From an optimization exercise on the open Yosys and OpenROAD flow, aimed at small area; shortcuts taken in it are not production practice.
The RTL was checked by simulation tests, not by an equivalence proof against the original design.
Power figures rest on the tool's default switching activity, not on a simulated workload.

**flow/design.v**
```verilog
module diwall_top (
    input  logic        clk,
    input  logic        rst_n,
    input  logic [11:0] csr_addr,
    input  logic [31:0] csr_wdata,
    input  logic [63:0] hpm0,
    input  logic [63:0] hpm1,
    input  logic [63:0] hpm2,
    output logic [1:0]  alert,
    output logic        alert_jamming,
    output logic        detect_done,
    output logic        ewma_done,
    output logic        enable_detect,
    output logic [31:0] ewma_rssi
);
  logic armed;    
  logic en;       
  logic an;       
  logic dd;       
  logic init;     
  logic valid;    
  logic jam;      
  logic        v0, v1;      
  logic [30:2] rx;          
  logic        rs;          
  logic [30:0] q;           
  logic        qs;          
  logic        cy;          
  localparam int CUT = 17;
  wire csr_hit  = (csr_addr == 12'h320);
  wire arm_wr   = csr_hit & ~|csr_wdata;
  wire disarm_wr= csr_hit & &csr_wdata;
  wire busy     = en | an | (dd & init);    
  wire start    = armed & disarm_wr;
  wire ld_init  = start & ~init;
  wire ld_sum   = an & init;
  wire gt0 = (|hpm0[63:6]) | (&hpm0[5:3]);
  wire gt1 = (|hpm1[63:10]) | (hpm1[9] & (hpm1[8] | hpm1[7] |
             (hpm1[6] & (hpm1[5] | (hpm1[4] & (hpm1[3] | hpm1[2]))))));
  logic [30:0] op_r, op_a, op_b, s, c, h, g, sum;
  logic [31:0] k;
  always_comb begin
    op_r = {2'b00, rx[30:2]};
    op_a = {1'b0, q[30:1]};
    op_b = {2'b00, q[30:2]};
    s = op_r ^ op_a ^ op_b;
    c = {(op_r[29:0] & op_a[29:0]) | (op_r[29:0] & op_b[29:0]) | (op_a[29:0] & op_b[29:0]), 1'b0};
    h = s ^ c;
    g = s & c;
    k = '0;
    sum[0] = s[0];
    for (int i = 1; i < 31; i += 2) begin
      logic ci;
      ci = (i == CUT) ? cy : k[i];
      k[i+1] = g[i] | (h[i] & ci);
      sum[i] = h[i] ^ ci;
      if (i < 30) begin
        k[i+2]   = g[i+1] | (h[i+1] & g[i]) | (h[i+1] & h[i] & ci);
        sum[i+1] = h[i+1] ^ k[i+1];
      end
    end
  end
  wire all_hi = &{qs, q[30:8]};
  wire above  = all_hi & q[7] & q[6];
  wire ge_lcl = all_hi & q[7] & (q[6] | q[5] | (q[4] & (q[3] | (q[2] & q[1]))));
  wire jam_nx = above | ~ge_lcl;
  always_ff @(posedge clk, negedge rst_n) begin
    if (!rst_n) begin
      armed <= 1'b0;
      en    <= 1'b0;
      an    <= 1'b0;
      dd    <= 1'b0;
      init  <= 1'b0;
      valid <= 1'b0;
      jam   <= 1'b0;
      qs    <= 1'b0;
      q[0]  <= 1'b0;
    end else begin
      armed <= ~busy & (armed ? ~disarm_wr : arm_wr);
      en    <= start;
      an    <= en;
      dd    <= an;
      init  <= init | dd;
      valid <= valid | ld_sum;
      if (dd & init) jam <= jam_nx;
      if (ld_sum) begin
        qs   <= rs;
        q[0] <= sum[0];
      end
    end
  end
  always_ff @(posedge clk) begin
    cy <= k[CUT];
    if (en) begin
      v0 <= gt0;
      v1 <= gt1;
    end
    if (start) begin
      rs <= hpm2[31];
      rx <= hpm2[30:2];
    end
    if (ld_sum) q[30:1] <= sum[30:1];
    else if (ld_init) q[30:1] <= hpm2[30:1];
  end
  assign enable_detect = en;
  assign detect_done   = dd;
  assign ewma_done     = init ? dd : an;
  assign alert         = {dd & v0, dd & v0 & v1};
  assign alert_jamming = jam;
  assign ewma_rssi     = {qs, q[30:1] & {30{valid}}, q[0]};
endmodule
```
**flow/flow/run.sh**
```bash
#!/bin/bash
# The standard layout, with the smallest buffer (buf_1) on every input and
# output port, and a clock tree of small buffers without dummy loads.
set -euo pipefail
bash standard.sh BUFFER_PORTS_ARGS="-buffer_cell sky130_fd_sc_hd__buf_1" \
  CTS_ARGS="-sink_clustering_enable -repair_clock_nets -dont_use_dummy_load -buf_list sky130_fd_sc_hd__clkbuf_8 -sink_clustering_size 24 -sink_clustering_max_diameter 60" \
  finish > orfs_make.log 2>&1
```
**flow/standard.sh**
```bash
#!/bin/bash
# synth_recipe.tcl (not shown) runs the flow's synth.tcl, then flattens the netlist and writes it again
# the make line also repeats each setting of config.mk as NAME=value (left out here)
make -C /OpenROAD-flow-scripts/flow DESIGN_CONFIG=/design/flow/config.mk WORK_HOME=/design/flow/orfs CLKGATE_MAP_FILE= SYNTH_SCRIPT=/design/flow/synth_recipe.tcl "${@:-finish}"
```
**flow/config.mk**
```make
export PLATFORM = sky130hd
export DESIGN_NAME = diwall_top
export DESIGN_NICKNAME = diwall_top
export VERILOG_FILES = /design/flow/design.v
export SDC_FILE = /design/flow/constraint.sdc
export NUM_CORES = 4
export LEC_CHECK = 0
export CAP_MARGIN = 20
export CORE_MARGIN = 2
export CORE_UTILIZATION = 40
export SLEW_MARGIN = 20
```
**flow/constraint.sdc**
```tcl
create_clock -name core_clock -period 5.0 [get_ports {clk}]
set_input_delay 1.0000 -clock core_clock [delete_from_list [all_inputs] [get_ports {clk}]]
set_output_delay 1.0000 -clock core_clock [all_outputs]
set_load 0.01 [all_outputs]
```
==> results of run 1 <==
[worst min path at each step]
| stage | slack [ns] | startpoint | depth (start not counted) | to |
|---|---|---|---|---|
| finish | 0.43 | an$_DFF_PN0_ | 0 | dd$_DFF_PN0_ |
| global route | 0.44 | an$_DFF_PN0_ | 0 | dd$_DFF_PN0_ |
| CTS | 0.43 | an$_DFF_PN0_ | 0 | dd$_DFF_PN0_ |
| detailed placement | 0.41 | an$_DFF_PN0_ | 0 | dd$_DFF_PN0_ |
| global placement | 0.41 | an$_DFF_PN0_ | 0 | dd$_DFF_PN0_ |
| floorplan | 0.39 | an$_DFF_PN0_ | 0 | dd$_DFF_PN0_ |
[per-stage QoR]
stage | utilization, % | worst slack (ns) | cells
after floorplan | - | 0.801 | 408
after global placement | 50.0 | 1.23 | 806
after detailed placement | 50.0 | 1.16 | 806
after CTS | 51.1 | 1.14 | 815
after global routing | 51.1 | 0.833 | 816
final | 51.1 | 1.16 | 816
[cell families (layout without fill, tap and decap cells)]
logic type / after synthesis / in the layout / share of synthesized area (%)
xor gates and xnor gates: 13 / 13 / 2.30
AOI/OAI and AO/OA: 58 / 58 / 7.38
muxes: 16 / 16 / 3.64
adders and majority gates: 71 / 71 / 24.6
other: 0 / 1 / 0
and+or+nand+nor: 150 / 150 / 17.3
DFF: 72 / 72 / 42.5
buffers and inverters: 28 / 267 / 2.22
[layout by cell type, fill, tap and decap left out, types with 3 or more instances in the layout]
| master | instances |
|---|---|
| nor2_1 | 6 |
| o21ai_0 | 19 |
| buf_4 | 3 |
| nand4_1 | 22 |
| and2_1 | 32 |
| dfrtp_1 | 9 |
| ha_1 | 27 |
| and3_1 | 3 |
| a21o_1 | 7 |
| nor3_1 | 6 |
| o211ai_1 | 3 |
| nand3_1 | 6 |
| nor4_1 | 38 |
| fa_1 | 44 |
| a21oi_1 | 11 |
| nand2_1 | 27 |
| buf_1 | 237 |
| mux2_2 | 16 |
| xnor2_1 | 10 |
| clkbuf_8 | 9 |
| xor2_1 | 3 |
| edfxtp_1 | 62 |
| o21a_1 | 5 |
| inv_1 | 18 |
[layer usage]
metal | wire, um | up-vias | track usage [%]
li1 | - | 2014 | -
met2 | 7180 | 173 | 38.4
met1 | 6260 | 2059 | 29.7
met4 | 360 | 0 | 9.00
met3 | 912 | 21 | 4.69
met5 | 0 | - | 0
[flip-flops by register name, indices dropped and copies added, names as in the netlist]
register and count:
rx 29, q 31, an 1, rs 1
valid 1, armed 1, dd 1, v1 1
qs 1, init 1, cy 1, en 1
v0 1, jam 1
[worst register-to-register path: stages, from the launching register on]
cell	delay, ns
edfxtp_1	0.46
fa_1	0.49
ha_1	0.22
fa_1	0.47
a211oi_1	0.29
o21ai_1	0.20
o21a_1	0.26
o311ai_0	0.33
nand2_1	0.14
fa_1	0.47
mux2_2	0.26
[area by class of cell]
class,count,area [um^2]
multi-input cells,308,2740
diodes,1,2.50
flip-flops and latches,72,2110
inverters,18,67.6
clock buffers,9,124
well taps,168,210
repair buffers,240,912
fillers,1140,5900
[power by group through the flow]
| stage | sequential (mW) | combinational [mW] | clock, mW |
|---|---|---|---|
| final | 0.651 | 0.0925 | 0.363 |
| after global routing | 0.651 | 0.102 | 0.396 |
| after CTS | 0.651 | 0.0916 | 0.375 |
| after detailed placement | 0.664 | 0.0910 | 0 |
| after global placement | 0.664 | 0.0883 | 0 |
| after floorplan | 0.665 | 0.0178 | 0 |
==> impl_metrics.tcl, run 1 <==
set metrics [dict create \
    status "complete, no violations" \
    drtAntennaViolNets 0 \
    hold_path_class "reg2reg" \
    critPathTopFamily "adder cells" \
    fin_setup_tns_ns 0 \
    ys.flop_type "edfxtp_1" \
    io_pins 276 \
    synth.top_cell.area_share_pct 37.6 \
    cts_setup_buffers 0 \
    syn_inst 408 \
    synth.avg_cell_area_um2 12.1 \
    p_clk_share_pct 32.8 \
    timing.rr.end "q[15]$_DFFE_PP_" \
    p_comb_share_pct 8.4 \
    critPathSlowestCell "fa_1" \
    async_flop_share_pct 12.5 \
    finalCritPeriodShare_pct 76.8 \
    cts_tree "done" \
    port_buffers 237 \
    worstPathBufferInverterCount 0 \
    worstSetupPathType "reg2reg" \
    cp.required_ns 5.11 \
    cts_sinks 72 \
    cts_made_buffers 9 \
    grt_max_degree 32 \
    drt-wirelength-per-cell_um 18.0 \
    cp_common_cell "fa_1" \
    grt_pass1_vias 4396 \
    fin_skew_ns 0.0160 \
    path_depth 10 \
    fmax_mhz 260 \
    viasPerCell 5.23 \
    crit_start "q[2]$_DFFE_PP_" \
    die_h_um 115 \
    drcViolationCount 0 \
    ys_warn_count 1 \
    power_per_cell_area_nw_per_um2 180 \
    total_power_mw 1.11 \
    start_util_pct 41.1 \
    p_sw_share_pct 22.5 \
    dpl_cell_area_um2 6040 \
    r2r_start "q[2]$_DFFE_PP_" \
    synth_edf_count 62 \
    cp-end-kind "register" \
    vias 4267 \
    clockBufferDepth 2 \
    relSlewSlack_pct 41.8 \
    seq_area_frac_synth_pct 42.5 \
    rows 40 \
    routabilityCongestion 0.889 \
    antenna_found_initial 1 \
    overflow 0 \
    startpoint_type "register" \
    synth-seq-cells 72 \
    yosysTopAreaCell "edfxtp_1" \
    grt.total_usage_pct 23.1 \
    drive_above_1_share_pct 5.10 \
    hold_viol 0 \
    netSwitchingPower_uw 249 \
    tightest_slew_ns 0.873 \
    drv_cap 0 \
    hold_slack_ns 0.429 \
    synth_fp_nets 717 \
    reg2regPathDepth 10 \
    synth_area_leaders "edfxtp_1 38%, fa_1 18%, ha_1 6.8%, nor4_1 4.8%, dfrtp_1 4.5%" \
    rsz0062_at_grt "no" \
    ys_types 43 \
    p_int_uw 859 \
    setup_viol 0 \
    holdBufCountCts 0 \
    synth_commonest_cells "62 x edfxtp_1, 44 x fa_1, 38 x nor4_1, 32 x and2_1" \
    clk_latency_ns 0.36 \
    syn_to_final_growth_pct 24.4 \
    drt_iter0_drc 215 \
    grt_pass1_wl_um 22600 \
    power_leakage_nw 2.21 \
    cp_slowest_stage_delay_ns 0.49 \
    wl_um 14700 \
    layout_min_cycle_time_ns 3.84 \
    worstPathArrival_ns 3.95 \
    htreeDepth 3 \
    fin_area_um2 6160 \
    cts.clk_slew.worst_paths_ns 0.07 \
    cts_root_buf "clkbuf_8" \
    core_um2 12100 \
    netlist_area_um2 4950 \
    die-area_um2 13300 \
    irDropWorstVdd_mv 0.108 \
    drv_slew 0 \
    path_cells "fa_1, ha_1, fa_1, a211oi_1, o21ai_1, o21a_1, o311ai_0, nand2_1, fa_1, mux2_2" \
    nets 958 \
    die_w_um 115 \
    cts_resized 0 \
    seqPwrFrac_pct 58.8 \
    endpoint "q[15]$_DFFE_PP_" \
    synth.most_common_cell "edfxtp_1" \
    hpwl_um 11900 \
    r2r_slack_ns 1.16 \
    path_max_fanout 4 \
    firstDrtPassIters 4 \
]
==> run 2: changes to the inputs <==
==> flow/flow/run.sh (replaced) <==
#!/bin/bash
# The standard layout, with the smallest buffer (buf_1) on every input and
# output port, and a clock tree of small buffers without dummy loads.
set -euo pipefail
bash standard.sh BUFFER_PORTS_ARGS="-buffer_cell sky130_fd_sc_hd__buf_1" \
  CTS_ARGS="-sink_clustering_enable -repair_clock_nets -dont_use_dummy_load -buf_list sky130_fd_sc_hd__clkbuf_4" \
  finish > orfs_make.log 2>&1
--- a/flow/config.mk
+++ b/flow/config.mk
@@ -9,3 +9,3 @@
 export CORE_MARGIN = 2
-export CORE_UTILIZATION = 40
+export CORE_UTILIZATION = 65
 export SLEW_MARGIN = 20
==> run 2 against run 1 <==
Combinational power decreased by 4.6%. Critical path depth is 1 higher. Via count increased by 1.9%. Synthesized cell count stayed put. Register-to-register slack worse by 0.02 ns. Worst hold slack improved by 0.0083 ns. Area after synthesis unchanged. Routed wire length fell by 9.3%. Critical path type unchanged.
==> impl_metrics.tcl, run 2 <==
set metrics [dict create \
    status "complete, no violations" \
    drt-wirelength-per-cell_um 17.9 \
    startpoint_type "register" \
    synth.avg_cell_area_um2 12.1 \
    most-common-layout-cells "237 x buf_1, 62 x edfxtp_1, 44 x fa_1, 38 x nor4_1, 32 x and2_1" \
    worstPathBufferInverterCount 0 \
    setup_viol 0 \
    synth-seq-cells 72 \
    ys.flop_type "edfxtp_1" \
    hold_path_class "reg2reg" \
    vias 4347 \
    synth_commonest_cells "62 x edfxtp_1, 44 x fa_1, 38 x nor4_1, 32 x and2_1" \
    cts_root_buf "clkbuf_4" \
    ys_warn_count 1 \
    drv_cap 0 \
    synth_area_leaders "edfxtp_1 38%, fa_1 18%, ha_1 6.8%, nor4_1 4.8%, dfrtp_1 4.5%" \
    drtAntennaViolNets 0 \
    critPathSlowestCell "edfxtp_1" \
    drt_iter0_drc 307 \
    synth_fp_nets 717 \
    hold_viol 0 \
    irDropWorstVdd_mv 0.123 \
    start_util_pct 67.6 \
    cts_sinks 72 \
    fin_setup_tns_ns 0 \
    cp_slowest_stage_delay_ns 0.49 \
    diodes 0 \
    cp.required_ns 5.16 \
    netlist_area_um2 4950 \
    synth_edf_count 62 \
    cts.clk_slew.worst_paths_ns 0.12 \
    largest_reg_flops 31 \
    cts_tree "done" \
    drv_slew 0 \
    netSwitchingPower_uw 223 \
    routabilityCongestion 0.900 \
    final_common_cell "buf_1" \
    dpl_cell_area_um2 5950 \
    yosysTopAreaCell "edfxtp_1" \
    tightest_slew_ns 0.855 \
    drive_above_1_share_pct 5.10 \
    htreeDepth 3 \
    die_w_um 91.3 \
    power_per_cell_area_nw_per_um2 167 \
    firstDrtPassIters 5 \
    p_clk_share_pct 26.4 \
    grt.total_usage_pct 32.2 \
    p_comb_share_pct 8.8 \
    clockBufferDepth 2 \
    core_um2 7330 \
    hpwl_um 10800 \
    p_sw_share_pct 22.2 \
    grt_pass1_wl_um 20700 \
    synth.most_common_cell "edfxtp_1" \
    fin_skew_ns 0.0315 \
    holdBufCountCts 0 \
    cp-end-kind "register" \
    synth.top_cell.area_share_pct 37.6 \
    p_int_uw 781 \
    clk_latency_ns 0.42 \
    grt_pass1_vias 4271 \
    cts_setup_buffers 0 \
    cp_common_cell "fa_1" \
    async_flop_share_pct 12.5 \
    io_pins 276 \
    cts_resized 0 \
    seq_area_frac_synth_pct 42.5 \
    fmax_mhz 259 \
    antenna_found_initial 0 \
    overflow 0 \
    wl_um 13400 \
    layout_min_cycle_time_ns 3.86 \
    path_cells "fa_1, ha_1, fa_1, a211oi_1, o21ai_1, o21a_1, o311ai_0, nand2_1, fa_1, xnor2_1, o21ai_0" \
    grt_max_degree 52 \
    total_power_mw 1.00 \
    syn_to_final_growth_pct 21.5 \
    nets 958 \
    worstSetupPathType "reg2reg" \
    viasPerCell 5.83 \
    finalCritPeriodShare_pct 77.2 \
    largest_register "q" \
    port_buffers 237 \
    cts_made_buffers 9 \
    die_h_um 91.3 \
    path_max_fanout 4 \
    critPathTopFamily "adder cells" \
    seqPwrFrac_pct 64.8 \
    power_leakage_nw 2.19 \
    largest_registers "q (31), rx (29)" \
    rows 31 \
    ys_types 43 \
    drcViolationCount 0 \
    syn_inst 408 \
    rsz0062_at_grt "no" \
    fin_area_um2 6020 \
    worstPathArrival_ns 4.02 \
    die-area_um2 8330 \
    relSlewSlack_pct 43.0 \
]
[run 2: cell counts after synthesis]
No cell type changed its count.
[run 2: area by class of cell]
| class | instances | area, um^2 |
|---|---|---|
| multi-input cells | 308 | 2740 |
| flip-flops and latches | 72 | 2110 |
| fillers | 441 | 1310 |
| repair buffers | 240 | 912 |
| well taps | 99 | 124 |
| clock buffers | 9 | 67.6 |
| inverters | 18 | 67.6 |
[run 2: kinds of logic (layout without fill, tap and decap cells)]
kind of cell,count (synthesis),after routing,share of synthesized area [%]
simple gates,150,150,17.3
flops,72,72,42.5
fa+ha+maj,71,71,24.6
compound gates,58,58,7.38
buf+inv,28,267,2.22
mux,16,16,3.64
xor+xnor,13,13,2.30
[run 2: routing by layer]
layer | GRT usage (%) | part of all wire [%] | up-vias | wire [um]
met2 | 52.3 | 50 | 215 | 6690
met1 | 46.1 | 41 | 2103 | 5430
li1 | - | - | 2011 | -
met3 | 4.56 | 7.6 | 18 | 1020
met4 | 8.71 | 1.7 | 0 | 223
met5 | 0 | 0 | - | 0
[run 2: power by group through the flow]
stage / combinational, mW / clock, mW / sequential, mW
floorplan: 0.0178 / 0 / 0.665
global placement: 0.0820 / 0 / 0.664
detailed placement: 0.0866 / 0 / 0.664
CTS: 0.0873 / 0.263 / 0.651
global route: 0.0981 / 0.288 / 0.651
finish: 0.0882 / 0.265 / 0.651
[run 2: path summary, 6_finish.rpt]
check | startpoint | slack, ns | endpoint | cells after the start
setup / recovery | q[3]$_DFFE_PP_ | 1.14 | q[16]$_DFFE_PP_ | 11
max in group asynchronous | rst_n | 3.95 | armed$_DFF_PN0_ | 1
min in group asynchronous | rst_n | 0.58 | init$_DFF_PN0_ | 1
hold reg to reg | an$_DFF_PN0_ | 0.44 | dd$_DFF_PN0_ | 0
setup reg to reg | q[3]$_DFFE_PP_ | 1.14 | q[16]$_DFFE_PP_ | 11
hold / removal | an$_DFF_PN0_ | 0.44 | dd$_DFF_PN0_ | 0
[run 2: through the flow]
stage	std cells	hold slack, ns	setup slack, ns	util (%)
after floorplan	408	0.392	0.801	-
after global placement	737	0.400	1.28	81.2
after detailed placement	737	0.412	1.12	81.2
after CTS	746	0.437	1.12	82.1
after global routing	746	0.474	0.934	82.1
final	746	0.437	1.14	82.1
==> run 3: changes to the inputs <==
--- a/flow/flow/run.sh
+++ b/flow/flow/run.sh
@@ -4,3 +4,3 @@
 set -euo pipefail
-bash standard.sh BUFFER_PORTS_ARGS="-buffer_cell sky130_fd_sc_hd__buf_1" \
+bash standard.sh RECOVER_POWER=100 BUFFER_PORTS_ARGS="-buffer_cell sky130_fd_sc_hd__buf_1" \
   CTS_ARGS="-sink_clustering_enable -repair_clock_nets -dont_use_dummy_load -buf_list sky130_fd_sc_hd__clkbuf_4" \
--- a/flow/config.mk
+++ b/flow/config.mk
@@ -9,3 +9,3 @@
 export CORE_MARGIN = 2
-export CORE_UTILIZATION = 65
+export CORE_UTILIZATION = 40
 export SLEW_MARGIN = 20
==> run 3 against run 2 <==
Now fails the layout checks on capacitance limit, slew limit. Non-clock buffer count did not move. Critical path depth did not move. Area after synthesis did not move. Sequential cell count did not move. Sequential share of layout area decreased by 0.38 points. Count of clock-buffer cells in the layout is the same. Clock skew is 0.0039 ns lower. Setup slack lost 0.079 ns. Routed wire length up 9.9%. Largest power group unchanged. Highest routed layer unchanged.
==> impl_metrics.tcl, run 3 <==
set metrics [dict create \
    fin_setup_tns_ns 0 \
    syn_to_final_growth_pct 22.8 \
    r2r_slack_ns 1.06 \
    final_common_cell "buf_1" \
    min_path_cells 0 \
    ys_types 43 \
    r2r_start "q[2]$_DFFE_PP_" \
    met3_usage_pct 4.69 \
    hold_path_class "reg2reg" \
    io_pins 276 \
    start_util_pct 41.1 \
    drv_cap 2 \
    holdCritStartpoint "an$_DFF_PN0_" \
    viasPerCell 5.23 \
    busiest_layer "met2" \
    synth_area_leaders "edfxtp_1 38%, fa_1 18%, ha_1 6.8%, nor4_1 4.8%, dfrtp_1 4.5%" \
    worstSetupPathType "reg2reg" \
    finalCritPeriodShare_pct 78.8 \
    cp-end-kind "register" \
    drt_iter0_drc 180 \
    fmax_mhz 254 \
    power_leakage_nw 2.16 \
    largest_registers "q (31), rx (29)" \
    grt.total_usage_pct 23.1 \
    timing.rr.end "q[16]$_DFFE_PP_" \
    worstPathArrival_ns 4.06 \
    drcViolationCount 0 \
    vias 4267 \
    status "finished with violations" \
    layout_min_cycle_time_ns 3.94 \
    seqPwrFrac_pct 63.9 \
    port_buffers 237 \
    synth.most_common_cell "edfxtp_1" \
    relSlewSlack_pct -35.0 \
    async_flop_share_pct 12.5 \
    cts_sinks 72 \
    fillers 1155 \
    cts_tree "done" \
    path_max_fanout 4 \
    wl_um 14700 \
    drive_above_1_share_pct 4.17 \
    reg2regPathDepth 11 \
    netlist_area_um2 4950 \
    htreeDepth 3 \
    grt_pass1_vias 4397 \
    die-area_um2 13300 \
    cp.required_ns 5.12 \
    cts_made_buffers 9 \
    clk_latency_ns 0.44 \
    synth_edf_count 62 \
    cts_root_buf "clkbuf_4" \
    p_sw_share_pct 23.4 \
    grt_use_met2_pct 38.4 \
    core_um2 12100 \
    largest_register "q" \
    netSwitchingPower_uw 238 \
    fin_skew_ns 0.0276 \
    grt_max_degree 32 \
    holdBufCountCts 0 \
    synth_commonest_cells "62 x edfxtp_1, 44 x fa_1, 38 x nor4_1, 32 x and2_1" \
    rsz0062_at_grt "no" \
    syn_inst 408 \
    grt_pass1_wl_um 22600 \
    synth-seq-cells 72 \
    irDropWorstVdd_mv 0.0703 \
    setup_viol 0 \
    overflow 0 \
    cts.clk_slew.worst_paths_ns 0.11 \
    so.violations "capacitance limit, slew limit" \
    die_h_um 115 \
    hold_viol 0 \
    fin_ws_ns 1.06 \
    ys_warn_count 1 \
    synth_fp_nets 717 \
    synth.top_cell.area_share_pct 37.6 \
    antenna_found_initial 1 \
    yosysTopAreaCell "edfxtp_1" \
    final_util_pct 50.4 \
    firstDrtPassIters 4 \
    p_int_uw 781 \
    tightest_slew_ns 2.02 \
    grt_use_met1_pct 29.7 \
    rows 40 \
    nets 958 \
    die_w_um 115 \
    drt-wirelength-per-cell_um 18.0 \
    most-common-layout-cells "236 x buf_1, 62 x edfxtp_1, 44 x fa_1, 38 x nor4_1" \
    synth.avg_cell_area_um2 12.1 \
    ys.flop_type "edfxtp_1" \
    p_comb_share_pct 9.1 \
    routabilityCongestion 0.889 \
    p_clk_share_pct 27.0 \
    clockBufferDepth 2 \
    cts_resized 0 \
    whs_endpoint "dd$_DFF_PN0_" \
    drtAntennaViolNets 0 \
    power_per_cell_area_nw_per_um2 168 \
    largest_reg_flops 31 \
    pre_cts_ws_ns 1.16 \
    hpwl_um 11900 \
    hold_slack_ns 0.436 \
    drv_slew 62 \
    seq_area_frac_synth_pct 42.5 \
    startpoint_type "register" \
    cts_setup_buffers 0 \
]
[run 3: logic make-up (layout without fill, tap and decap cells)]
group	count (synthesis)	count (layout)	share of synthesized area [%]
compound gates	58	58	7.38
xor+xnor	13	13	2.30
fa+ha+maj	71	71	24.6
buf+inv	28	267	2.22
flops	72	72	42.5
mux	16	16	3.64
other cells	0	1	0
simple gates	150	150	17.3
[run 3: how the worst max path moves through the flow]
stage	start	end	slack (ns)	depth (start not counted)
2_1_floorplan	csr_addr[1]	q[10]$_DFFE_PP_	0.80	4
3_3_place_gp	q[2]$_DFFE_PP_	q[15]$_DFFE_PP_	1.23	10
3_5_place_dp	q[2]$_DFFE_PP_	q[15]$_DFFE_PP_	1.16	10
4_1_cts	q[2]$_DFFE_PP_	q[15]$_DFFE_PP_	1.13	10
5_1_grt	q[2]$_DFFE_PP_	q[16]$_DFFE_PP_	0.67	11
6_report	q[2]$_DFFE_PP_	q[16]$_DFFE_PP_	1.06	11
[run 3: layout make-up]
type | count | area [um^2] | area share (%)
Multi-Input combinational cell | 308 | 2730 | 44.8
Sequential cell | 72 | 2110 | 34.6
Timing Repair Buffer | 240 | 901 | 14.8
Tap cell | 168 | 210 | 3.46
Clock buffer | 9 | 67.6 | 1.11
Inverter | 18 | 67.6 | 1.11
Antenna cell | 1 | 2.50 | 0.0411
[run 3: critical path, stage by stage, from the launching register on]
cell,delay [ns]
edfxtp_1,0.47
fa_1,0.49
ha_1,0.22
fa_1,0.47
a211oi_1,0.27
o21ai_0,0.27
o21a_1,0.29
o311ai_0,0.33
nand2_1,0.14
fa_1,0.44
xnor2_1,0.16
o21ai_0,0.09
[run 3: stage by stage]
| step | instance area, um^2 | power, mW | std cells |
|---|---|---|---|
| final | 6080 | 1.02 | 816 |
| after global routing | 6080 | 1.06 | 816 |
| after CTS | 6100 | 1.03 | 815 |
| after detailed placement | 6040 | 0.756 | 806 |
| after global placement | 6040 | 0.753 | 806 |
| after floorplan | 4950 | 0.682 | 408 |
[run 3: power by group through the flow]
stage	combinational, mW	sequential [mW]	clock, mW
5_1_grt	0.102	0.651	0.308
6_report	0.0924	0.651	0.276
2_1_floorplan	0.0178	0.665	0
4_1_cts	0.0916	0.651	0.286
3_5_place_dp	0.0910	0.664	0
3_3_place_gp	0.0883	0.664	0
[run 3: per-layer routing]
layer  wire length (um)  vias to the layer above
met5                  0                        -
met1               6270                     2053
met2               7140                      174
met3                904                       22
met4                358                        0
li1                   -                     2018
==> run 4: changes to the inputs <==
--- a/flow/flow/run.sh
+++ b/flow/flow/run.sh
@@ -4,3 +4,3 @@
 set -euo pipefail
-bash standard.sh RECOVER_POWER=100 BUFFER_PORTS_ARGS="-buffer_cell sky130_fd_sc_hd__buf_1" \
+bash standard.sh RECOVER_POWER=30 BUFFER_PORTS_ARGS="-buffer_cell sky130_fd_sc_hd__buf_1" \
   CTS_ARGS="-sink_clustering_enable -repair_clock_nets -dont_use_dummy_load -buf_list sky130_fd_sc_hd__clkbuf_4" \
==> run 4 against run 3 <==
The run now finishes clean. Sequential power about the same. Critical path depth decreased by 1. Non-clock buffer count unchanged. Utilization increased by 0.19 points. Via count decreased by 0.19%. Clock power about the same. Cell count unchanged. Die area unchanged. Critical path type unchanged. Critical endpoint is now q[15]$_DFFE_PP_. Largest cell class unchanged. Largest power group unchanged.
==> impl_metrics.tcl, run 4 <==
set metrics [dict create \
    final_common_cell "buf_1" \
    dp_cells 806 \
    synth_compound_area_share_pct 7.38 \
    cts_made_buffers 9 \
    cp-end-kind "register" \
    yosysTopAreaCell "edfxtp_1" \
    overflow 0 \
    cp_common_cell "fa_1" \
    fin_skew_ns 0.0239 \
    synth_top_family_by_area "adder cells" \
    clk_latency_ns 0.43 \
    final_cells 816 \
    drive_above_1_share_pct 5.10 \
    firstDrtPassIters 4 \
    nets 958 \
    worstSetupPathType "reg2reg" \
    fillers 1148 \
    synth.most_common_cell "edfxtp_1" \
    drt_iter0_drc 216 \
    hpwl_um 11900 \
    fin_setup_tns_ns 0 \
    routabilityCongestion 0.889 \
    port_buffers 237 \
    path_cells "fa_1, ha_1, fa_1, a211oi_1, o21ai_1, o21a_1, o311ai_0, nand2_1, fa_1, mux2_2" \
    startpoint_type "register" \
    synth_area_leaders "edfxtp_1 38%, fa_1 18%, ha_1 6.8%, nor4_1 4.8%, dfrtp_1 4.5%" \
    synth_edf_count 62 \
    largest_register "q" \
    fmax_mhz 260 \
    fin_area_um2 6110 \
    worstPathBufferInverterCount 0 \
    die_w_um 115 \
    synth_fp_nets 717 \
    netlist_area_um2 4950 \
    synthAdderAreaFrac_pct 24.6 \
    critPathTopFamily "adder cells" \
    worstPathArrival_ns 4.02 \
    synth_mux_area_share_pct 3.64 \
    cts_sinks 72 \
    cts_root_buf "clkbuf_4" \
    hold_viol 0 \
    cp_slowest_stage_delay_ns 0.49 \
    drcViolationCount 0 \
    multiInputGateArea_um2 2740 \
    synth-simple-area-share_pct 17.3 \
    drtAntennaViolNets 0 \
    cts_resized 0 \
    cts.clk_slew.worst_paths_ns 0.11 \
    synth_commonest_cells "62 x edfxtp_1, 44 x fa_1, 38 x nor4_1, 32 x and2_1" \
    cts_setup_buffers 0 \
    rsz0062_at_grt "no" \
    tightest_slew_ns 0.858 \
    final_util_pct 50.6 \
    dpl_cell_area_um2 6040 \
    power_per_cell_area_nw_per_um2 166 \
    clockBufferDepth 2 \
    relSlewSlack_pct 42.8 \
    irDropWorstVdd_mv 0.0701 \
    finalCritPeriodShare_pct 76.9 \
    drv_cap 0 \
    hold_path_class "reg2reg" \
    path_max_fanout 4 \
    syn_inst 408 \
    synth-seq-cells 72 \
    io_pins 276 \
    viasPerCell 5.22 \
    syn_to_final_growth_pct 23.3 \
    drv_slew 0 \
    power_leakage_nw 2.19 \
    synth-xor-area-share_pct 2.30 \
    antenna_found_initial 1 \
    fin_ws_ns 1.15 \
    grt_pass1_wl_um 22600 \
    ys_types 43 \
    status "complete, no violations" \
    wl_um 14600 \
    seq_area_frac_synth_pct 42.5 \
    htreeDepth 3 \
    layout_min_cycle_time_ns 3.85 \
    ys.flop_type "edfxtp_1" \
    drt-wirelength-per-cell_um 18.0 \
    grt.total_usage_pct 23.1 \
    grt_pass1_vias 4397 \
    synth.top_cell.area_share_pct 37.6 \
    critPathSlowestCell "fa_1" \
    rows 40 \
    largest_reg_flops 31 \
    seq_area_um2 2110 \
    setup_viol 0 \
    die-area_um2 13300 \
    most-common-layout-cells "236 x buf_1, 62 x edfxtp_1, 44 x fa_1, 38 x nor4_1, 32 x and2_1" \
    async_flop_share_pct 12.5 \
    core_um2 12100 \
    cp.required_ns 5.17 \
    start_util_pct 41.1 \
    largest_registers "q (31), rx (29)" \
    holdBufCountCts 0 \
    vias 4259 \
    grt_max_degree 32 \
    ys_warn_count 1 \
    pre_cts_ws_ns 1.16 \
    die_h_um 115 \
    synth.avg_cell_area_um2 12.1 \
    cts_tree "done" \
]
[run 4: cell counts after synthesis]
Identical to the previous run, type by type.
[run 4: final timing paths]
kind	start	end	slack [ns]	cells after the start
setup / recovery	q[2]$_DFFE_PP_	q[15]$_DFFE_PP_	1.15	10
hold / removal	an$_DFF_PN0_	dd$_DFF_PN0_	0.44	0
setup reg to reg	q[2]$_DFFE_PP_	q[15]$_DFFE_PP_	1.15	10
hold reg to reg	an$_DFF_PN0_	dd$_DFF_PN0_	0.44	0
max in group asynchronous	rst_n	en$_DFF_PN0_	4.00	1
min in group asynchronous	rst_n	dd$_DFF_PN0_	0.56	1
[run 4: logic make-up (layout without fill, tap and decap cells)]
logic type | after synthesis | after routing
buffers and inverters | 28 | 267
flip-flops | 72 | 72
other | 0 | 1
AND/OR/NAND/NOR | 150 | 150
AO/OA/AOI/OAI | 58 | 58
XOR/XNOR | 13 | 13
adder cells (fa/ha/maj) | 71 | 71
multiplexers | 16 | 16
[run 4: final cells by class]
type | count | share of cell area, %
tap | 168 | 3.44
multi-input combinational | 308 | 44.9
timing repair buffer | 240 | 14.9
clock buffer | 9 | 1.11
antenna | 1 | 0.0410
sequential | 72 | 34.5
inverter | 18 | 1.11
[run 4: worst reg2reg max path: stages (launching register included)]
cell and delay (ns):
edfxtp_1 0.47, fa_1 0.49, ha_1 0.22, fa_1 0.47, a211oi_1 0.28, o21ai_1 0.20
o21a_1 0.26, o311ai_0 0.33, nand2_1 0.14, fa_1 0.47, mux2_2 0.26
[run 4: report_power, final]
group / total [mW] / internal, mW / leakage [nW] / switching, mW
combinational: 0.0925 / 0.0465 / 1.45 / 0.0460
clock: 0.273 / 0.0837 / 0.0414 / 0.189
sequential: 0.651 / 0.651 / 0.697 / 0
total: 1.02 / 0.781 / 2.19 / 0.235
[run 4: per-layer routing]
metal  wire, um  global-route usage (%)
met5          0                       0
met4        354                    9.00
met3        958                    4.69
met2       7190                    38.4
met1       6150                    29.7
[run 4: metrics by stage]
stage / hold slack [ns] / power (mW)
after floorplan: 0.392 / 0.682
after global placement: 0.409 / 0.753
after detailed placement: 0.410 / 0.756
after CTS: 0.436 / 1.03
after global routing: 0.450 / 1.06
final: 0.438 / 1.02
==> run 5: changes to the inputs <==
--- a/flow/flow/run.sh
+++ b/flow/flow/run.sh
@@ -4,3 +4,3 @@
 set -euo pipefail
-bash standard.sh RECOVER_POWER=30 BUFFER_PORTS_ARGS="-buffer_cell sky130_fd_sc_hd__buf_1" \
+bash standard.sh BUFFER_PORTS_ARGS="-buffer_cell sky130_fd_sc_hd__buf_1" \
   CTS_ARGS="-sink_clustering_enable -repair_clock_nets -dont_use_dummy_load -buf_list sky130_fd_sc_hd__clkbuf_4" \
==> run 5 against run 4 <==
Critical path type unchanged. Critical endpoint unchanged. Still clean. Power stayed put. Highest routed layer unchanged. Register-to-register slack hardly changed. Sequential power hardly changed.
==> impl_metrics.tcl, run 5 <==
set metrics [dict create \
    fin_area_um2 6110 \
    htreeDepth 3 \
    synth_fp_nets 717 \
    timing.rr.end "q[15]$_DFFE_PP_" \
    synth_commonest_cells "62 x edfxtp_1, 44 x fa_1, 38 x nor4_1, 32 x and2_1" \
    port_buffers 237 \
    p_sw_share_pct 23.1 \
    syn_inst 408 \
    p_int_uw 781 \
    reg2regPathDepth 10 \
    drtAntennaViolNets 0 \
    netlist_area_um2 4950 \
    nets 958 \
    drt_iter0_drc 216 \
    rsz0062_at_grt "no" \
    setup_viol 0 \
    synth_area_leaders "edfxtp_1 38%, fa_1 18%, ha_1 6.8%, nor4_1 4.8%, dfrtp_1 4.5%" \
    io_pins 276 \
    drt-wirelength-per-cell_um 18.0 \
    cts_sinks 72 \
    cts_setup_buffers 0 \
    ys_warn_count 1 \
    cts_made_buffers 9 \
    vias 4259 \
    cts.clk_slew.worst_paths_ns 0.11 \
    worstSetupPathType "reg2reg" \
    largest_register "q" \
    netSwitchingPower_uw 235 \
    viasPerCell 5.22 \
    power_leakage_nw 2.19 \
    cts_root_buf "clkbuf_4" \
    r2r_start "q[2]$_DFFE_PP_" \
    routabilityCongestion 0.889 \
    ys.flop_type "edfxtp_1" \
    layout_min_cycle_time_ns 3.85 \
    grt_max_degree 32 \
    largest_registers "q (31), rx (29)" \
    die_w_um 115 \
    cp.required_ns 5.17 \
    synth-seq-cells 72 \
    cp-end-kind "register" \
    irDropWorstVdd_mv 0.0701 \
    status "complete, no violations" \
    hpwl_um 11900 \
    min_path_cells 0 \
    final_common_cell "buf_1" \
    cts_resized 0 \
    critPathSlowestCell "fa_1" \
    dpl_cell_area_um2 6040 \
    worstPathArrival_ns 4.02 \
    seq_area_frac_synth_pct 42.5 \
    hold_path_class "reg2reg" \
    highest_layer "met4" \
    p_comb_share_pct 9.1 \
    synth.most_common_cell "edfxtp_1" \
    most-common-layout-cells "237 x buf_1, 62 x edfxtp_1, 44 x fa_1, 38 x nor4_1, 32 x and2_1" \
    cp_slowest_stage_delay_ns 0.49 \
    synth.avg_cell_area_um2 12.1 \
    fmax_mhz 260 \
    overflow 0 \
    yosysTopAreaCell "edfxtp_1" \
    clockBufferDepth 2 \
    holdCritStartpoint "an$_DFF_PN0_" \
    antenna_found_initial 1 \
    r2r_slack_ns 1.15 \
    p_clk_share_pct 26.8 \
    cp_common_cell "fa_1" \
    drv_slew 0 \
    grt_pass1_vias 4397 \
    power_per_cell_area_nw_per_um2 166 \
    core_um2 12100 \
    rows 40 \
    relSlewSlack_pct 42.8 \
    grt.total_usage_pct 23.1 \
    path_cells "fa_1, ha_1, fa_1, a211oi_1, o21ai_1, o21a_1, o311ai_0, nand2_1, fa_1, mux2_2" \
    wl_um 14600 \
    largest_reg_flops 31 \
    synth.top_cell.area_share_pct 37.6 \
    tightest_slew_ns 0.858 \
    syn_to_final_growth_pct 23.3 \
    ys_types 43 \
    hold_viol 0 \
    drcViolationCount 0 \
    fin_setup_tns_ns 0 \
    start_util_pct 41.1 \
    cts_tree "done" \
    holdBufCountCts 0 \
    finalCritPeriodShare_pct 76.9 \
    async_flop_share_pct 12.5 \
    seqPwrFrac_pct 64.1 \
    die-area_um2 13300 \
    die_h_um 115 \
    dp_cells 806 \
    whs_endpoint "dd$_DFF_PN0_" \
    drt-met1-wl_um 6150 \
    clk_latency_ns 0.43 \
    fin_skew_ns 0.0239 \
    drive_above_1_share_pct 5.10 \
    synth_edf_count 62 \
    final_cells 816 \
    grt_pass1_wl_um 22600 \
    drv_cap 0 \
    startpoint_type "register" \
    firstDrtPassIters 4 \
    path_max_fanout 4 \
    dr_wl_met2_um 7190 \
    hold_slack_ns 0.438 \
    routed-wl-met3_um 959 \
]
[run 5: cell counts after synthesis]
No cell type changed its count.
[run 5: area by class of cell]
class | count | area [um^2]
multi-input combinational | 308 | 2740
tap | 168 | 210
clock buffer | 9 | 67.6
timing repair buffer | 240 | 912
antenna | 1 | 2.50
fill | 1148 | 5960
inverter | 18 | 67.6
sequential | 72 | 2110
[run 5: per-stage QoR]
step                      setup slack (ns)  total power [mW]  util, %
after floorplan                      0.801             0.682        -
after global placement                1.23             0.753     50.0
after detailed placement              1.16             0.756     50.0
after CTS                             1.13              1.03     50.6
after global routing                 0.821              1.06     50.6
final                                 1.15              1.02     50.6
[run 5: logic make-up (layout without fill, tap and decap cells)]
logic type,after synthesis,after routing,share of synthesized area [%]
muxes,16,16,3.64
adders and majority gates,71,71,24.6
and+or+nand+nor,150,150,17.3
buffers and inverters,28,267,2.22
DFF,72,72,42.5
AOI/OAI and AO/OA,58,58,7.38
xor gates and xnor gates,13,13,2.30
other,0,1,0
[run 5: power by group through the flow]
stage / clock (mW) / combinational [mW] / sequential [mW]
final: 0.273 / 0.0925 / 0.651
after global routing: 0.308 / 0.102 / 0.651
after CTS: 0.286 / 0.0916 / 0.651
after detailed placement: 0 / 0.0910 / 0.664
after global placement: 0 / 0.0883 / 0.664
after floorplan: 0 / 0.0178 / 0.665
[run 5: worst max-delay path by stage]
stage / slack [ns] / start / depth (start not counted) / to
global placement: 1.23 / q[2]$_DFFE_PP_ / 10 / q[15]$_DFFE_PP_
global route: 0.82 / q[2]$_DFFE_PP_ / 11 / q[16]$_DFFE_PP_
finish: 1.15 / q[2]$_DFFE_PP_ / 10 / q[15]$_DFFE_PP_
detailed placement: 1.16 / q[2]$_DFFE_PP_ / 10 / q[15]$_DFFE_PP_
floorplan: 0.80 / csr_addr[1] / 4 / q[10]$_DFFE_PP_
CTS: 1.13 / q[2]$_DFFE_PP_ / 10 / q[15]$_DFFE_PP_
[run 5: worst max-delay path: cells and delay by family (launching register included)]
family,cells,cell delay [ns]
flip-flops,1,0.47
AND/OR/NAND/NOR,1,0.14
adder cells (fa/ha/maj),4,1.65
multiplexers,1,0.26
AO/OA/AOI/OAI,4,1.07
[run 5: metal layers]
metal / global-route usage (%) / up-vias
met1: 29.7 / 2045
met4: 9.00 / 0
met5: 0 / -
met2: 38.4 / 175
li1: - / 2017
met3: 4.69 / 22
==> run 6: changes to the inputs <==
==> flow/flow/run.sh (replaced) <==
#!/bin/bash
# The standard layout, with the smallest buffer (buf_1) on every input and
# output port, and a clock tree of small buffers without dummy loads.
set -euo pipefail
bash standard.sh BUFFER_PORTS_ARGS="-buffer_cell sky130_fd_sc_hd__buf_1" \
  CTS_ARGS="-sink_clustering_enable -repair_clock_nets -dont_use_dummy_load -buf_list sky130_fd_sc_hd__clkbuf_4 -root_buf sky130_fd_sc_hd__clkbuf_8 -sink_clustering_size 20" \
  finish > orfs_make.log 2>&1
==> run 6 against run 5 <==
Still clean. Clock skew shrank 0.0079 ns. Worst hold slack lost 0.0092 ns. First-iteration DRC count shrank 0.46%. Via count grew 0.19%.
==> impl_metrics.tcl, run 6 <==
set metrics [dict create \
    fillers 1140 \
    drive_above_1_share_pct 5.10 \
    synth-seq-cells 72 \
    busiest_layer "met2" \
    multiInputGateArea_um2 2740 \
    routabilityCongestion 0.889 \
    power_leakage_nw 2.21 \
    seq_area_frac_synth_pct 42.5 \
    synth-simple-area-share_pct 17.3 \
    core_um2 12100 \
    cp_slowest_stage_delay_ns 0.49 \
    wl_um 14700 \
    cts_root_buf "clkbuf_8" \
    r2r_start "q[2]$_DFFE_PP_" \
    start_util_pct 41.1 \
    synth_top_family_by_area "adder cells" \
    rsz0062_at_grt "no" \
    status "complete, no violations" \
    cts_tree "done" \
    largest_register "q" \
    cts.clk_slew.worst_paths_ns 0.07 \
    setup_viol 0 \
    most-common-layout-cells "237 x buf_1, 62 x edfxtp_1, 44 x fa_1, 38 x nor4_1, 32 x and2_1" \
    drv_cap 0 \
    worstSetupPathType "reg2reg" \
    async_flop_share_pct 12.5 \
    irDropWorstVdd_mv 0.108 \
    cp_common_cell "fa_1" \
    syn_to_final_growth_pct 24.4 \
    synthAdderAreaFrac_pct 24.6 \
    min_path_cells 0 \
    cts_made_buffers 9 \
    fmax_mhz 260 \
    fin_skew_ns 0.0160 \
    seq_area_um2 2110 \
    whs_endpoint "dd$_DFF_PN0_" \
    met3_usage_pct 4.69 \
    nets 958 \
    final_common_cell "buf_1" \
    rows 40 \
    drv_slew 0 \
    timing.rr.end "q[15]$_DFFE_PP_" \
    largest_reg_flops 31 \
    htreeDepth 3 \
    power_per_cell_area_nw_per_um2 180 \
    drcViolationCount 0 \
    grt_pass1_vias 4396 \
    finalCritPeriodShare_pct 76.8 \
    drtAntennaViolNets 0 \
    cp.required_ns 5.11 \
    largest_registers "q (31), rx (29)" \
    synth.top_cell.area_share_pct 37.6 \
    grt.total_usage_pct 23.1 \
    cp-end-kind "register" \
    overflow 0 \
    ys.flop_type "edfxtp_1" \
    r2r_slack_ns 1.16 \
    drt_iter0_drc 215 \
    clockBufferDepth 2 \
    hold_viol 0 \
    ys_warn_count 1 \
    fin_setup_tns_ns 0 \
    worstPathArrival_ns 3.95 \
    holdBufCountCts 0 \
    yosysTopAreaCell "edfxtp_1" \
    syn_inst 408 \
    clk_latency_ns 0.36 \
    synth_fp_nets 717 \
    path_cells "fa_1, ha_1, fa_1, a211oi_1, o21ai_1, o21a_1, o311ai_0, nand2_1, fa_1, mux2_2" \
    synth_mux_area_share_pct 3.64 \
    critPathTopFamily "adder cells" \
    die_w_um 115 \
    reg2regPathDepth 10 \
    vias 4267 \
    cts_resized 0 \
    startpoint_type "register" \
    drt-wirelength-per-cell_um 18.0 \
    grt_use_met2_pct 38.4 \
    die-area_um2 13300 \
    synth_area_leaders "edfxtp_1 38%, fa_1 18%, ha_1 6.8%, nor4_1 4.8%, dfrtp_1 4.5%" \
    holdCritStartpoint "an$_DFF_PN0_" \
    synth_compound_area_share_pct 7.38 \
    synth.avg_cell_area_um2 12.1 \
    synth_edf_count 62 \
    synth_commonest_cells "62 x edfxtp_1, 44 x fa_1, 38 x nor4_1, 32 x and2_1" \
    grt_max_degree 32 \
    netlist_area_um2 4950 \
    critPathSlowestCell "fa_1" \
    port_buffers 237 \
    final_cells 816 \
    synth.most_common_cell "edfxtp_1" \
    grt_pass1_wl_um 22600 \
    hpwl_um 11900 \
    io_pins 276 \
    path_max_fanout 4 \
    cts_setup_buffers 0 \
    ys_types 43 \
    grt_use_met1_pct 29.7 \
    viasPerCell 5.23 \
    path_depth 10 \
    cts_sinks 72 \
    tightest_slew_ns 0.873 \
    synth-xor-area-share_pct 2.30 \
    antenna_found_initial 1 \
    hold_path_class "reg2reg" \
    firstDrtPassIters 4 \
    dp_cells 806 \
    relSlewSlack_pct 41.8 \
    worstPathBufferInverterCount 0 \
    layout_min_cycle_time_ns 3.84 \
    die_h_um 115 \
]
[run 6: changes by cell type in the layout (fill, tap and decap cells not counted)]
cell	previous run	this run
clkbuf_8	0	9
clkbuf_4	9	0
[run 6: area by class of cell]
| cell class | instances | area share, % |
|---|---|---|
| diodes | 1 | 0.0406 |
| clock buffers | 9 | 2.01 |
| inverters | 18 | 1.10 |
| multi-input cells | 308 | 44.4 |
| flip-flops and latches | 72 | 34.2 |
| well taps | 168 | 3.41 |
| repair buffers | 240 | 14.8 |
[run 6: cells by family after synthesis]
kind of cell	after synthesis
multiplexers	16
adder cells (fa/ha/maj)	71
flip-flops	72
AO/OA/AOI/OAI	58
XOR/XNOR	13
buffers and inverters	28
AND/OR/NAND/NOR	150
[run 6: worst max-delay path by stage]
stage	slack, ns	start	to
global placement	1.23	q[2]$_DFFE_PP_	q[15]$_DFFE_PP_
CTS	1.14	q[2]$_DFFE_PP_	q[15]$_DFFE_PP_
global route	0.83	q[2]$_DFFE_PP_	q[16]$_DFFE_PP_
finish	1.16	q[2]$_DFFE_PP_	q[15]$_DFFE_PP_
floorplan	0.80	csr_addr[1]	q[10]$_DFFE_PP_
detailed placement	1.16	q[2]$_DFFE_PP_	q[15]$_DFFE_PP_
[run 6: layer usage]
layer / vias to the layer above / part of all wire (%)
met2: 173 / 49
met1: 2059 / 43
met4: 0 / 2.4
met5: - / 0
li1: 2014 / -
met3: 21 / 6.2
[run 6: per-stage QoR]
| stage | setup WS, ns | cell area, um^2 | power (mW) | hold WS [ns] | utilization [%] |
|---|---|---|---|---|---|
| after detailed placement | 1.16 | 6040 | 0.756 | 0.410 | 50.0 |
| after global placement | 1.23 | 6040 | 0.753 | 0.409 | 50.0 |
| after CTS | 1.14 | 6160 | 1.12 | 0.427 | 51.1 |
| after global routing | 0.833 | 6160 | 1.15 | 0.439 | 51.1 |
| final | 1.16 | 6160 | 1.11 | 0.429 | 51.1 |
| after floorplan | 0.801 | 4950 | 0.682 | 0.392 | - |
[run 6: power breakdown]
part	internal (mW)	switching, mW
Sequential	0.651	0
Clock	0.161	0.203
Combinational	0.0465	0.0460
==> run 7: changes to the inputs <==
==> flow/flow/run.sh (replaced) <==
#!/bin/bash
# The standard layout, with the smallest buffer (buf_1) on every input and
# output port, and a clock tree of small buffers without dummy loads.
set -euo pipefail
bash standard.sh BUFFER_PORTS_ARGS="-buffer_cell sky130_fd_sc_hd__buf_1" \
  CTS_ARGS="-sink_clustering_enable -repair_clock_nets -dont_use_dummy_load -buf_list sky130_fd_sc_hd__clkbuf_2 -root_buf sky130_fd_sc_hd__clkbuf_8 -sink_clustering_size 10" \
  finish > orfs_make.log 2>&1
==> run 7 against run 6 <==
Die area did not move. Register-to-register slack barely moved. Synthesized cell count did not move. Maximum frequency did not move. Final area did not move. Sequential power barely moved. Routed wire length did not move. Combinational power barely moved.
==> impl_metrics.tcl, run 7 <==
set metrics [dict create \
    overflow 0 \
    synth.most_common_cell "edfxtp_1" \
    start_util_pct 41.1 \
    wl_um 14700 \
    fin_ws_ns 1.16 \
    worstSetupPathType "reg2reg" \
    drcViolationCount 0 \
    drt_iter0_drc 215 \
    cts_root_buf "clkbuf_8" \
    most-common-layout-cells "237 x buf_1, 62 x edfxtp_1, 44 x fa_1, 38 x nor4_1, 32 x and2_1" \
    port_buffers 237 \
    cts_setup_buffers 0 \
    cts.clk_slew.worst_paths_ns 0.07 \
    ys_warn_count 1 \
    rsz0062_at_grt "no" \
    synth_mux_area_share_pct 3.64 \
    relSlewSlack_pct 41.8 \
    largest_reg_flops 31 \
    p_int_uw 859 \
    power_leakage_nw 2.21 \
    syn_inst 408 \
    grt_max_degree 32 \
    firstDrtPassIters 4 \
    fillers 1140 \
    largest_register "q" \
    hold_path_class "reg2reg" \
    fin_setup_tns_ns 0 \
    viasPerCell 5.23 \
    synth_commonest_cells "62 x edfxtp_1, 44 x fa_1, 38 x nor4_1, 32 x and2_1" \
    hpwl_um 11900 \
    seqPwrFrac_pct 58.8 \
    async_flop_share_pct 12.5 \
    critPathSlowestCell "fa_1" \
    holdBufCountCts 0 \
    die_w_um 115 \
    clk_latency_ns 0.36 \
    routabilityCongestion 0.889 \
    io_pins 276 \
    irDropWorstVdd_mv 0.108 \
    final_common_cell "buf_1" \
    htreeDepth 3 \
    yosysTopAreaCell "edfxtp_1" \
    path_max_fanout 4 \
    power_per_cell_area_nw_per_um2 180 \
    drv_slew 0 \
    largest_registers "q (31), rx (29)" \
    synth-seq-cells 72 \
    path_cells "fa_1, ha_1, fa_1, a211oi_1, o21ai_1, o21a_1, o311ai_0, nand2_1, fa_1, mux2_2" \
    fin_skew_ns 0.0160 \
    cts_made_buffers 9 \
    nets 958 \
    drv_cap 0 \
    cp.required_ns 5.11 \
    vias 4267 \
    cts_sinks 72 \
    hold_slack_ns 0.429 \
    synth_area_leaders "edfxtp_1 38%, fa_1 18%, ha_1 6.8%, nor4_1 4.8%, dfrtp_1 4.5%" \
    die-area_um2 13300 \
    grt_pass1_wl_um 22600 \
    core_um2 12100 \
    finalCritPeriodShare_pct 76.8 \
    cp_common_cell "fa_1" \
    fmax_mhz 260 \
    cp_slowest_stage_delay_ns 0.49 \
    drtAntennaViolNets 0 \
    p_clk_share_pct 32.8 \
    netSwitchingPower_uw 249 \
    die_h_um 115 \
    tightest_slew_ns 0.873 \
    drt-wirelength-per-cell_um 18.0 \
    cts_tree "done" \
    clockBufferDepth 2 \
    worstPathArrival_ns 3.95 \
    synthAdderAreaFrac_pct 24.6 \
    hold_viol 0 \
    syn_to_final_growth_pct 24.4 \
    layout_min_cycle_time_ns 3.84 \
    synth_compound_area_share_pct 7.38 \
    synth_fp_nets 717 \
    ys_types 43 \
    rows 40 \
    p_comb_share_pct 8.4 \
    startpoint_type "register" \
    antenna_found_initial 1 \
    p_sw_share_pct 22.5 \
    drive_above_1_share_pct 5.10 \
    setup_viol 0 \
    synth.top_cell.area_share_pct 37.6 \
    cts_resized 0 \
    grt.total_usage_pct 23.1 \
    synth-xor-area-share_pct 2.30 \
    pre_cts_ws_ns 1.16 \
    netlist_area_um2 4950 \
    ys.flop_type "edfxtp_1" \
    grt_pass1_vias 4396 \
    synth_top_family_by_area "adder cells" \
    seq_area_frac_synth_pct 42.5 \
    synth_edf_count 62 \
    synth-simple-area-share_pct 17.3 \
    cp-end-kind "register" \
    synth.avg_cell_area_um2 12.1 \
    status "complete, no violations" \
]
-- run 7: cell counts after synthesis --
Identical to the previous run, type by type.
-- run 7: worst paths after layout --
check                      cells after the start      startpoint  slack (ns)              end
max                                           10  q[2]$_DFFE_PP_        1.16  q[15]$_DFFE_PP_
min                                            0    an$_DFF_PN0_        0.43     dd$_DFF_PN0_
max reg2reg                                   10  q[2]$_DFFE_PP_        1.16  q[15]$_DFFE_PP_
min reg2reg                                    0    an$_DFF_PN0_        0.43     dd$_DFF_PN0_
max in group asynchronous                      1           rst_n        3.92     en$_DFF_PN0_
min in group asynchronous                      1           rst_n        0.64     dd$_DFF_PN0_
-- run 7: final cells by class --
cell class	instances	area (um^2)	share of cell area (%)
clock buffer	9	124	2.01
sequential	72	2110	34.2
inverter	18	67.6	1.10
tap	168	210	3.41
antenna	1	2.50	0.0406
multi-input combinational	308	2740	44.4
timing repair buffer	240	912	14.8
-- run 7: metal layers --
metal / up-vias / routed length, um / global-route usage, %
met5: - / 0 / 0
met4: 0 / 360 / 9.00
met3: 21 / 912 / 4.69
met2: 173 / 7180 / 38.4
met1: 2059 / 6260 / 29.7
li1: 2014 / - / -
-- run 7: logic make-up after synthesis --
logic type / after synthesis
buffers and inverters: 28
xor gates and xnor gates: 13
DFF: 72
adders and majority gates: 71
and+or+nand+nor: 150
muxes: 16
AOI/OAI and AO/OA: 58
-- run 7: power groups by stage --
stage          clock, mW  combinational [mW]  sequential (mW)
2_1_floorplan          0              0.0178            0.665
3_5_place_dp           0              0.0910            0.664
5_1_grt            0.396               0.102            0.651
6_report           0.363              0.0925            0.651
3_3_place_gp           0              0.0883            0.664
4_1_cts            0.375              0.0916            0.651
-- run 7: per-stage QoR --
| stage | instance area, um^2 | std cells | total power, mW | util (%) |
|---|---|---|---|---|
| after floorplan | 4950 | 408 | 0.682 | - |
| after global placement | 6040 | 806 | 0.753 | 50.0 |
| after detailed placement | 6040 | 806 | 0.756 | 50.0 |
| after CTS | 6160 | 815 | 1.12 | 51.1 |
| after global routing | 6160 | 816 | 1.15 | 51.1 |
| final | 6160 | 816 | 1.11 | 51.1 |
-- run 7: critical path: cells and delay by family (launching register included) --
family | cells | cell delay [ns]
adders and majority gates | 4 | 1.65
AOI/OAI and AO/OA | 4 | 1.08
DFF | 1 | 0.46
muxes | 1 | 0.26
and+or+nand+nor | 1 | 0.14
==> run 8: changes to the inputs <==
==> flow/flow/run.sh (replaced) <==
#!/bin/bash
# The standard layout, with the smallest buffer (buf_1) on every input and
# output port, and a clock tree of small buffers without dummy loads.
set -euo pipefail
bash standard.sh BUFFER_PORTS_ARGS="-buffer_cell sky130_fd_sc_hd__buf_1" \
  CTS_ARGS="-sink_clustering_enable -repair_clock_nets -dont_use_dummy_load -buf_list sky130_fd_sc_hd__clkbuf_4 -sink_clustering_size 30 -sink_clustering_max_diameter 200" \
  finish > orfs_make.log 2>&1
==> run 8 against run 7 <==
Still clean. First-iteration DRC count rose by 0.47%. Die area is the same. Critical path depth did not move. Sequential power about the same. Routed wire length shrank 0.45%. Maximum frequency decreased by 0.13%. Global-route usage about the same. Count of clock-buffer cells in the layout unchanged. Cell count unchanged. Final area down 0.91%. Utilization is 0.47 points lower. Highest routed layer unchanged.
==> impl_metrics.tcl, run 8 <==
set metrics [dict create \
    status "complete, no violations" \
    cts_sinks 72 \
    drt-wirelength-per-cell_um 18.0 \
    power_leakage_nw 2.19 \
    grt.total_usage_pct 23.1 \
    layout_min_cycle_time_ns 3.85 \
    cts_root_buf "clkbuf_4" \
    worstSetupPathType "reg2reg" \
    ys_warn_count 1 \
    synth-seq-cells 72 \
    synth_edf_count 62 \
    routabilityCongestion 0.889 \
    die_w_um 115 \
    fin_skew_ns 0.0239 \
    r2r_start "q[2]$_DFFE_PP_" \
    seq_area_frac_synth_pct 42.5 \
    firstDrtPassIters 4 \
    synth.most_common_cell "edfxtp_1" \
    port_buffers 237 \
    nets 958 \
    path_max_fanout 4 \
    crit_start "q[2]$_DFFE_PP_" \
    pre_cts_ws_ns 1.16 \
    fmax_mhz 260 \
    yosysTopAreaCell "edfxtp_1" \
    synth_commonest_cells "62 x edfxtp_1, 44 x fa_1, 38 x nor4_1, 32 x and2_1" \
    drcViolationCount 0 \
    ys.flop_type "edfxtp_1" \
    rows 40 \
    startpoint_type "register" \
    cts_made_buffers 9 \
    cts_setup_buffers 0 \
    overflow 0 \
    cp.required_ns 5.17 \
    clk_latency_ns 0.43 \
    finalCritPeriodShare_pct 76.9 \
    irDropWorstVdd_mv 0.0701 \
    hold_path_class "reg2reg" \
    core_um2 12100 \
    largest_reg_flops 31 \
    holdBufCountCts 0 \
    largest_registers "q (31), rx (29)" \
    async_flop_share_pct 12.5 \
    rsz0062_at_grt "no" \
    synth.top_cell.area_share_pct 37.6 \
    holdCritStartpoint "an$_DFF_PN0_" \
    setup_viol 0 \
    clockBufferDepth 2 \
    die-area_um2 13300 \
    grt_max_degree 32 \
    drv_slew 0 \
    antenna_found_initial 1 \
    final_util_pct 50.6 \
    htreeDepth 3 \
    cts.clk_slew.worst_paths_ns 0.11 \
    power_per_cell_area_nw_per_um2 166 \
    synth_fp_nets 717 \
    drv_cap 0 \
    syn_to_final_growth_pct 23.3 \
    syn_inst 408 \
    cts_tree "done" \
    drive_above_1_share_pct 5.10 \
    synth.avg_cell_area_um2 12.1 \
    start_util_pct 41.1 \
    hold_viol 0 \
    ys_types 43 \
    largest_register "q" \
    drt_iter0_drc 216 \
    grt_pass1_vias 4397 \
    final_common_cell "buf_1" \
    fin_setup_tns_ns 0 \
    die_h_um 115 \
    hpwl_um 11900 \
    viasPerCell 5.22 \
    most-common-layout-cells "237 x buf_1, 62 x edfxtp_1, 44 x fa_1, 38 x nor4_1, 32 x and2_1" \
    drtAntennaViolNets 0 \
    synth_area_leaders "edfxtp_1 38%, fa_1 18%, ha_1 6.8%, nor4_1 4.8%, dfrtp_1 4.5%" \
    wl_um 14600 \
    cp-end-kind "register" \
    cts_resized 0 \
    relSlewSlack_pct 42.8 \
    fin_ws_ns 1.15 \
    tightest_slew_ns 0.858 \
    vias 4259 \
    grt_pass1_wl_um 22600 \
    netlist_area_um2 4950 \
    worstPathArrival_ns 4.02 \
    io_pins 276 \
]
## run 8: cell types whose count changed in the layout (fill, tap and decap cells not counted)
cell,delta
clkbuf_4,+9
clkbuf_8,-9
## run 8: worst max-delay path, cell delays in order (launching register included)
cell,delay (ns)
edfxtp_1,0.47
fa_1,0.49
ha_1,0.22
fa_1,0.47
a211oi_1,0.28
o21ai_1,0.20
o21a_1,0.26
o311ai_0,0.33
nand2_1,0.14
fa_1,0.47
mux2_2,0.26
## run 8: where the power goes
part | switching (mW) | internal, mW | total, mW | leakage (nW)
clock network | 0.189 | 0.0837 | 0.273 | 0.0414
registers | 0 | 0.651 | 0.651 | 0.697
logic | 0.0460 | 0.0465 | 0.0925 | 1.45
## run 8: per-layer routing
layer | vias up | GRT usage, % | routed length, um
met5 | - | 0 | 0
met4 | 0 | 9.00 | 354
met3 | 22 | 4.69 | 959
met2 | 175 | 38.4 | 7190
met1 | 2045 | 29.7 | 6150
li1 | 2017 | - | -
## run 8: final timing paths
check / slack [ns] / to / depth (start not counted)
max: 1.15 / q[15]$_DFFE_PP_ / 10
min: 0.44 / dd$_DFF_PN0_ / 0
max reg2reg: 1.15 / q[15]$_DFFE_PP_ / 10
min reg2reg: 0.44 / dd$_DFF_PN0_ / 0
max in group asynchronous: 4.00 / en$_DFF_PN0_ / 1
min in group asynchronous: 0.56 / dd$_DFF_PN0_ / 1
## run 8: final cells by class
type / instances / area (um^2)
clock buffers: 9 / 67.6
diodes: 1 / 2.50
flip-flops and latches: 72 / 2110
fillers: 1148 / 5960
inverters: 18 / 67.6
well taps: 168 / 210
multi-input cells: 308 / 2740
repair buffers: 240 / 912
## run 8: cells by family (layout without fill, tap and decap cells)
logic type	Yosys count	count (layout)	share of synthesized area (%)
compound gates	58	58	7.38
mux	16	16	3.64
fa+ha+maj	71	71	24.6
xor+xnor	13	13	2.30
simple gates	150	150	17.3
flops	72	72	42.5
other cells	0	1	0
buf+inv	28	267	2.22
## run 8: per-stage QoR
step	area, um^2	std cells	hold WS (ns)	power [mW]
finish	6110	816	0.438	1.02
global route	6110	816	0.450	1.06
CTS	6100	815	0.436	1.03
detailed placement	6040	806	0.410	0.756
global placement	6040	806	0.409	0.753
floorplan	4950	408	0.392	0.682

what the ideal ports hide:
How much do the figures lean on ideal ports? The routed layouts below were timed once more, with nothing changed but the port constraints. Step 1: set_driving_cell puts a clkbuf_16 on clk and a buf_2 on each other input, an assumption about the parent block. Step 2 also shifts input and output timing later by t, the mid clock arrival at the registers, as if the neighbouring blocks saw the same clock. Three values: ideal, step 1, step 2; two values: the first two.
run | t, ns | setup slack, ns | worst hold slack (ns) | worst setup path at the end | slew at the worst register clock pin (ns)
run 1 | 0.386 | 1.158 / 1.158 / 1.158 | 0.429 / 0.429 / 0.429 | register to register | 0.08 / 0.08
run 2 | 0.424 | 1.139 / 1.139 / 1.139 | 0.437 / 0.437 / 0.437 | register to register | 0.12 / 0.12
run 3 | 0.452 | 1.060 / 1.060 / 0.910 | 0.436 / 0.436 / 0.436 | input to register | 0.12 / 0.12
run 4 | 0.449 | 1.153 / 1.153 / 1.153 | 0.438 / 0.438 / 0.438 | register to register | 0.11 / 0.11
run 5 | 0.449 | 1.153 / 1.153 / 1.153 | 0.438 / 0.438 / 0.438 | register to register | 0.11 / 0.11
run 6 | 0.386 | 1.158 / 1.158 / 1.158 | 0.429 / 0.429 / 0.429 | register to register | 0.08 / 0.08
run 7 | 0.386 | 1.158 / 1.158 / 1.158 | 0.429 / 0.429 / 0.429 | register to register | 0.08 / 0.08
run 8 | 0.449 | 1.153 / 1.153 / 1.153 | 0.438 / 0.438 / 0.438 | register to register | 0.11 / 0.11
For run 3, which loses most, drivers alone change the setup slack by 0.000 ns; drivers and shift together by -0.150 ns.
